This is an optimization exercise on Yosys and OpenROAD, whose aim is a short achievable clock period and few clock cycles, not a production implementation.
No functional check of the RTL was part of this run.

==> flow/design.v <==
module w450(mem_wr_data, mem_wr_addr, mem_wr_en, mem_rd_data1, mem_rd_addr1,
	mem_rd_data2, mem_rd_addr2, reset, clk);
	output [7:0] mem_wr_data;
	output [7:0] mem_wr_addr;
	output mem_wr_en;
	input [7:0] mem_rd_data1;
	output [7:0] mem_rd_addr1;
	input [7:0] mem_rd_data2;
	output [7:0] mem_rd_addr2;
	input reset;
	input clk;
	localparam DW = 30;
	function [DW-1:0] dec;
		input [7:0] b;
		reg [2:0] op; reg [1:0] fa, fb; reg d;
		reg immop, isbr, fb0, memwr, rwe, late, add, sub, mov;
		reg [3:0] sa, sb, we;
		reg [1:0] rdst;
		reg [8:0] rs;
		begin
			op = b[7:5]; fa = b[4:3]; fb = b[2:1]; d = b[0];
			immop = op[0] | (op[2] & op[1]);
			isbr = op[2] & op[1];
			fb0 = (fb == 2'd0);
			memwr = ~immop & ~d & fb0;
			rwe = ~isbr & ~memwr;
			rdst = (immop | d) ? fa : fb;
			sa = 4'b0001 << fa;
			sb = 4'b0001 << fb;
			we = rwe ? (4'b0001 << rdst) : 4'b0000;
			add = (op[2:1] == 2'b00);
			sub = (op[2:1] == 2'b01);
			mov = op[2];
			late = immop | (fb0 & ~(mov & ~d));
			rs[0] = late & add;                       
			rs[1] = late & sub & ~immop & ~d;         
			rs[2] = late & sub & (immop | d);         
			rs[3] = late & mov;                       
			rs[4] = ~late & add;                      
			rs[5] = ~late & sub & ~d;                 
			rs[6] = ~late & sub & d;                  
			rs[7] = ~late & mov & ~d;                 
			rs[8] = ~late & mov & d;                  
			dec = {immop, isbr, op[0], memwr, we, sa, sb, rs, 5'b0};
		end
	endfunction
	reg        c_immop, c_isbr, c_blt, c_memwr;
	reg [3:0]  c_we, c_sa, c_sb;
	reg [8:0]  c_rs;
	reg        c_lw, c_lm;      
	reg [7:0] pc;               
	reg [7:0] a1;               
	reg [7:0] pc2;              
	reg [7:0] a2;               
	reg       v;                
	reg [7:0] r0, r1, r2, r3;
	reg       wen;
	reg [7:0] waddr, wdata;
	assign mem_wr_en = wen;
	assign mem_wr_addr = waddr;
	assign mem_wr_data = wdata;
	assign mem_rd_addr1 = a1;
	assign mem_rd_addr2 = a2;
	localparam BI = 4;
	localparam BN = 1 << BI;
	reg [BN-1:0] bt_v;
	reg [7-BI:0] bt_tag [0:BN-1];
	reg [7:0]    bt_op  [0:BN-1];
	reg          fill;          
	reg [7:0]    bpc;           
	reg          bhit;          
	reg [7:0]    btop;          
	wire [7:0] ra = ({8{c_sa[0]}} & r0) | ({8{c_sa[1]}} & r1) |
	                ({8{c_sa[2]}} & r2) | ({8{c_sa[3]}} & r3);
	wire [7:0] rb = ({8{c_sb[0]}} & r0) | ({8{c_sb[1]}} & r1) |
	                ({8{c_sb[2]}} & r2) | ({8{c_sb[3]}} & r3);
	wire [7:0] imm = mem_rd_data1;
	wire [7:0] lop = ({8{c_immop}} & mem_rd_data1) | ({8{c_lw}} & wdata) |
	                 ({8{c_lm}} & mem_rd_data2);
	wire [7:0] res =
		({8{c_rs[0]}} & (lop + ra)) |
		({8{c_rs[1]}} & (lop - ra)) |
		({8{c_rs[2]}} & (ra - lop)) |
		({8{c_rs[3]}} & lop) |
		({8{c_rs[4]}} & (ra + rb)) |
		({8{c_rs[5]}} & (rb - ra)) |
		({8{c_rs[6]}} & (ra - rb)) |
		({8{c_rs[7]}} & ra) |
		({8{c_rs[8]}} & rb);
	wire taken = v & c_isbr & (c_blt ? (ra < rb) : (ra == rb));
	wire [7:0] tgt = pc2 + imm;
	wire       seq1 = ~v | ~c_immop;              
	wire [7:0] nbs = seq1 ? mem_rd_data1 : mem_rd_data2;
	wire [DW-1:0] dn = taken ? dec(btop) : dec(nbs);
	wire       v_n = ~taken | bhit;
	wire       wen_n = v & c_memwr;
	wire [7:0] pc2_n = !v ? pc + 8'd2 : taken ? tgt + 8'd2 :
	                   c_immop ? pc + 8'd4 : pc + 8'd3;
	wire       wr0 = v & c_we[0];
	wire [7:0] r0_n = wr0 ? res : r0;
	wire       s2_n = ~v_n | dn[DW-1];
	wire [7:0] lpc = !v ? pc : c_immop ? pc2 : a1;
	wire [BI-1:0] lidx = lpc[BI-1:0];
	wire lhit = bt_v[lidx] & (bt_tag[lidx] == lpc[7:BI]);
	always @(posedge clk or posedge reset) begin
		if (reset) begin
			pc <= 8'h00;
			a1 <= 8'h00;
			v <= 1'b0;
			wen <= 1'b0;
			fill <= 1'b0;
			bhit <= 1'b0;
			bt_v <= {BN{1'b0}};
		end else begin
			v <= v_n;
			wen <= wen_n;
			bhit <= lhit & ~taken;
			if (!v) begin
				a1 <= pc + 8'd1;
				fill <= 1'b0;
				if (fill) bt_v[bpc[BI-1:0]] <= 1'b1;
			end else if (taken) begin
				pc <= tgt;
				a1 <= bhit ? tgt + 8'd1 : tgt;
				fill <= ~bhit;
			end else if (c_immop) begin
				pc <= pc2;
				a1 <= pc + 8'd3;
			end else begin
				pc <= a1;
				a1 <= pc2;
			end
		end
	end
	always @(posedge clk) begin
		{c_immop, c_isbr, c_blt, c_memwr, c_we, c_sa, c_sb, c_rs} <= dn[DW-1:5];
		c_lw <= wen_n & ~dn[DW-1];
		c_lm <= ~wen_n & ~dn[DW-1];
		pc2 <= pc2_n;
		a2 <= s2_n ? pc2_n : r0_n;
		btop <= bt_op[lidx];
		if (taken) bpc <= pc;
		if (!v & fill) begin
			bt_tag[bpc[BI-1:0]] <= bpc[7:BI];
			bt_op[bpc[BI-1:0]] <= mem_rd_data1;
		end
		if (wen_n) begin
			waddr <= r0;
			wdata <= res;
		end
		if (v & c_we[0]) r0 <= res;
		if (v & c_we[1]) r1 <= res;
		if (v & c_we[2]) r2 <= res;
		if (v & c_we[3]) r3 <= res;
	end
endmodule
==> flow/run.sh <==
#!/bin/bash
# synth_recipe.tcl (not shown) runs the flow's synth.tcl, then flattens the netlist and writes it again
# the make line also repeats each setting of config.mk as NAME=value (left out here)
make -C /OpenROAD-flow-scripts/flow DESIGN_CONFIG=/design/flow/config.mk WORK_HOME=/design/flow/orfs CLKGATE_MAP_FILE= SYNTH_SCRIPT=/design/flow/synth_recipe.tcl finish
==> flow/config.mk <==
export PLATFORM = sky130hd
export DESIGN_NAME = w450
export DESIGN_NICKNAME = w450
export VERILOG_FILES = /design/flow/design.v
export SDC_FILE = /design/flow/constraint.sdc
export NUM_CORES = 4
export LEC_CHECK = 0
export ABC_CLOCK_PERIOD_IN_PS = 1500
export CAP_MARGIN = 20
export CORE_MARGIN = 2
export CORE_UTILIZATION = 40
export PLACE_DENSITY = 0.6
export SETUP_SLACK_MARGIN = 2.5
export SLEW_MARGIN = 20
==> flow/constraint.sdc <==
create_clock -name core_clock -period 4.5 [get_ports {clk}]
set_input_delay 0.9000 -clock core_clock [delete_from_list [all_inputs] [get_ports {clk}]]
set_output_delay 0.9000 -clock core_clock [all_outputs]
set_load 0.01 [all_outputs]
==> out/qor.yml <==
sta:
  skew_ns: 0.0183
  finalSetupTns_ns: 0
  whs_ns: 0.459
  rsz0062_at_grt: "yes"
  clock.fmax_mhz: 310
  period_minus_slack_ns: 3.22
  relSlewSlack_pct: 35.1
  tightest_slew_ns: 0.974
  setup_viol: 0
  period_share_pct: 71.7
  hold_viol: 0
  maxSlewViolCount: 0
critical_path:
  cp_data_required_time_ns: 4.92
  cp-startpoint: "c_sa[0]"
  r2r-end: "a2[0]"
  r2r-start: "c_sa[0]"
  reg2reg_depth: 13
  crit_arrival_ns: 3.64
  cp.depth: 13
  critPathTopFamily: "compound AO/OA/AOI/OAI gates"
  criticalPathCategory: "reg2reg"
  crit_buf_inv: 3
  cp-endpoint: "a2[0]"
  crit_path_max_incr_delay_ns: 0.39
  cp_cell_sequence: "a22o_1, a221o_2, ha_4, nor2_4, a221oi_4, o31ai_4, a31oi_4, nor2_4, clkinv_4, buf_12, a31oi_4, buf_12, mux2_4"
  cp-start-kind: "flop"
  crit_slowest_cell: "dfxtp_4"
  crit_fanout: 8
  endpoint_kind: "flop"
  r2r_slack_ns: 1.28
clock_tree:
  cts_root_buf: "clkbuf_16"
  clock_sinks: 335
  cts_buffers: 36
  cts.htree.levels: 2
  cts_tree: "done"
  clk_pin_slew_ns: 0.06
  cts.path.max_buffers: 3
  cts_hold_buffers: 0
  clkLatencyLatePin_ns: 0.54
synthesis:
  ys_warn_count: 1
  synthesis.area_um2: 16900
  synth_seq_area_share_pct: 54.9
  yosysTopAreaCellShare_pct: 42.6
  synthAdderAreaFrac_pct: 5.23
  synthesis.nets: 1449
  synth_top_family_by_area: "compound AO/OA/AOI/OAI gates"
  synth_mux_area_share_pct: 10.7
  ys_ff_latch: 335
  synth_xor_area_share_pct: 3.21
  netlist_instances: 1362
  ys_async_sr_fraction_pct: 10.7
  ys.flop_type: "edfxtp_1"
  synth_area_per_cell_um2: 12.4
  synthTopCellsByCount: "240 x edfxtp_1, 89 x nand2_1, 80 x mux2i_1"
  post-synth-top-area-cell: "edfxtp_1"
  synth_area_leaders: "edfxtp_1 43%, dfxtp_1 7.0%, dfrtp_1 5.3%, mux4_2 4.9%, ha_1 4.9%"
  synth.distinct_cells: 85
  synth_edf_count: 240
  synth.most_common_cell: "edfxtp_1"
  synth-simple-area-share_pct: 9.07
  synth_compound_area_share_pct: 13.3
finish:
  diodes: 0
  nFillCells: 3460
  drive_above_1_share_pct: 39.0
  syn2layout_area_growth_pct: 33.8
  nNetsFinal: 1686
  design_area_um2: 22600
global_routing:
  antenna_found_initial: 0
  grt_max_degree: 41
  grt_pass1_wl_mm: 76.5
  grt_pass1_vias: 12300
  overflow: 0
  grt.total_usage_pct: 23.2
drt:
  num_vias: 12500
  wl_per_cell_um: 24.0
  route.detailed.drc: 0
  routed_wl_mm: 51.9
  first_iter_violations: 1165
  ant_nets: 0
  viasPerCell: 5.77
  first_pass_iters: 7
die:
  die-height_um: 210
  row_count: 75
  initial_core_util_pct: 40.4
  fp.dieArea_um2: 44000
  core_um2: 41900
  io_pins: 51
  die_w_um: 210
place:
  portBuffers: 50
  gp_congestion: 0.919
  placed_area_um2: 18600
  hpwlAfterDp_mm: 34.0
run:
  max_cap_violations: 0
run_status:
  status: "no timing/DRC/antenna violations"
hold_path:
  min_path_type: "reg2reg"
  min_path_cells: 1
-- flip-flops by register name, indices dropped and copies added, names as in the netlist, 9 cells and up --
| signal | flops |
|---|---|
| bt_op | 128 |
| bt_tag | 64 |
| bt_v | 16 |
| c_rs | 9 |
-- area by class of cell --
class,count,area [um2],share of cell area (%)
Clock inverter,15,163,0.718
Clock buffer,51,1020,4.49
Multi-Input combinational cell,888,8500,37.5
Inverter,65,274,1.21
Sequential cell,335,9340,41.2
Timing Repair Buffer,273,2680,11.8
Tap cell,539,674,2.98
-- timing repair --
action | in CTS | in global routing
setup buffers | 130 | 28
endpoints found under the setup margin | 352 | 212
resized for setup | 405 | 124
pin swaps | 74 | 71
gates cloned | 6 | 2
-- stage by stage --
step	std cells	util [%]	setup WS [ns]
6_report	2166	54.1	1.28
5_1_grt	2166	54.1	1.18
4_1_cts	2136	52.4	1.32
3_5_place_dp	1934	44.4	0.247
3_3_place_gp	1934	44.4	0.258
2_1_floorplan	1362	-	1.17
-- metal layers --
layer	GRT usage, %	wire [um]
met1	31.6	22300
met2	38.3	25100
met3	3.47	2970
met4	7.56	1540
met5	0	0
-- how the worst min path moves through the flow --
stage,start,endpoint,slack [ns]
after floorplan,pc[4],bpc[4],0.42
after global placement,bt_v[6],bt_v[6],0.44
after detailed placement,bt_v[6],bt_v[6],0.44
after CTS,bt_v[6],bt_v[6],0.46
after global routing,bt_v[5],bt_v[5],0.47
final,bt_v[6],bt_v[6],0.46
-- cells in the final DEF, fill, tap and decap left out, types with 23 or more instances in the layout --
master | netlist | layout
nand2_1 | 89 | 61
inv_1 | 64 | 50
clkbuf_16 | 0 | 38
ha_1 | 66 | 46
nor2_1 | 76 | 65
dfxtp_1 | 59 | 44
a21oi_1 | 56 | 39
a22oi_1 | 34 | 24
mux2i_1 | 80 | 76
o21ai_0 | 51 | 23
buf_6 | 5 | 59
xnor2_1 | 44 | 40
mux4_2 | 37 | 37
dfrtp_1 | 36 | 34
buf_4 | 4 | 141
edfxtp_1 | 240 | 240
-- logic make-up after synthesis --
kind of cell,after synthesis
flip-flops,335
AND/OR/NAND/NOR,314
XOR/XNOR,62
AO/OA/AOI/OAI,311
buffers and inverters,140
adder cells (fa/ha/maj),69
multiplexers,131

what the ideal ports hide:
Ports are ideal in the flow. The routed layout listed here was re-timed in OpenROAD.
Step 1: set_driving_cell puts a clkbuf_16 on clk and a buf_2 on each other input, an assumption about the parent block.
Step 2 adds t to the input delays and takes it off the output delays; t is the mean of the earliest and latest rising clock arrival at the registers after step 1. Input paths then give back, and output paths get back, about the clock's delay inside the block.
a / b / c = no drivers / after step 1 / after step 2; a / b = the first two.
t, ns: 0.581
slack for setup (ns): 1.276 / 1.276 / 0.841
worst hold slack (ns): 0.459 / 0.459 / 0.459
cell pins on the clock port's net: 1
After both steps setup and hold are still met in this run. For this run, drivers alone change the setup slack by 0.000 ns; drivers and shift together by -0.435 ns.
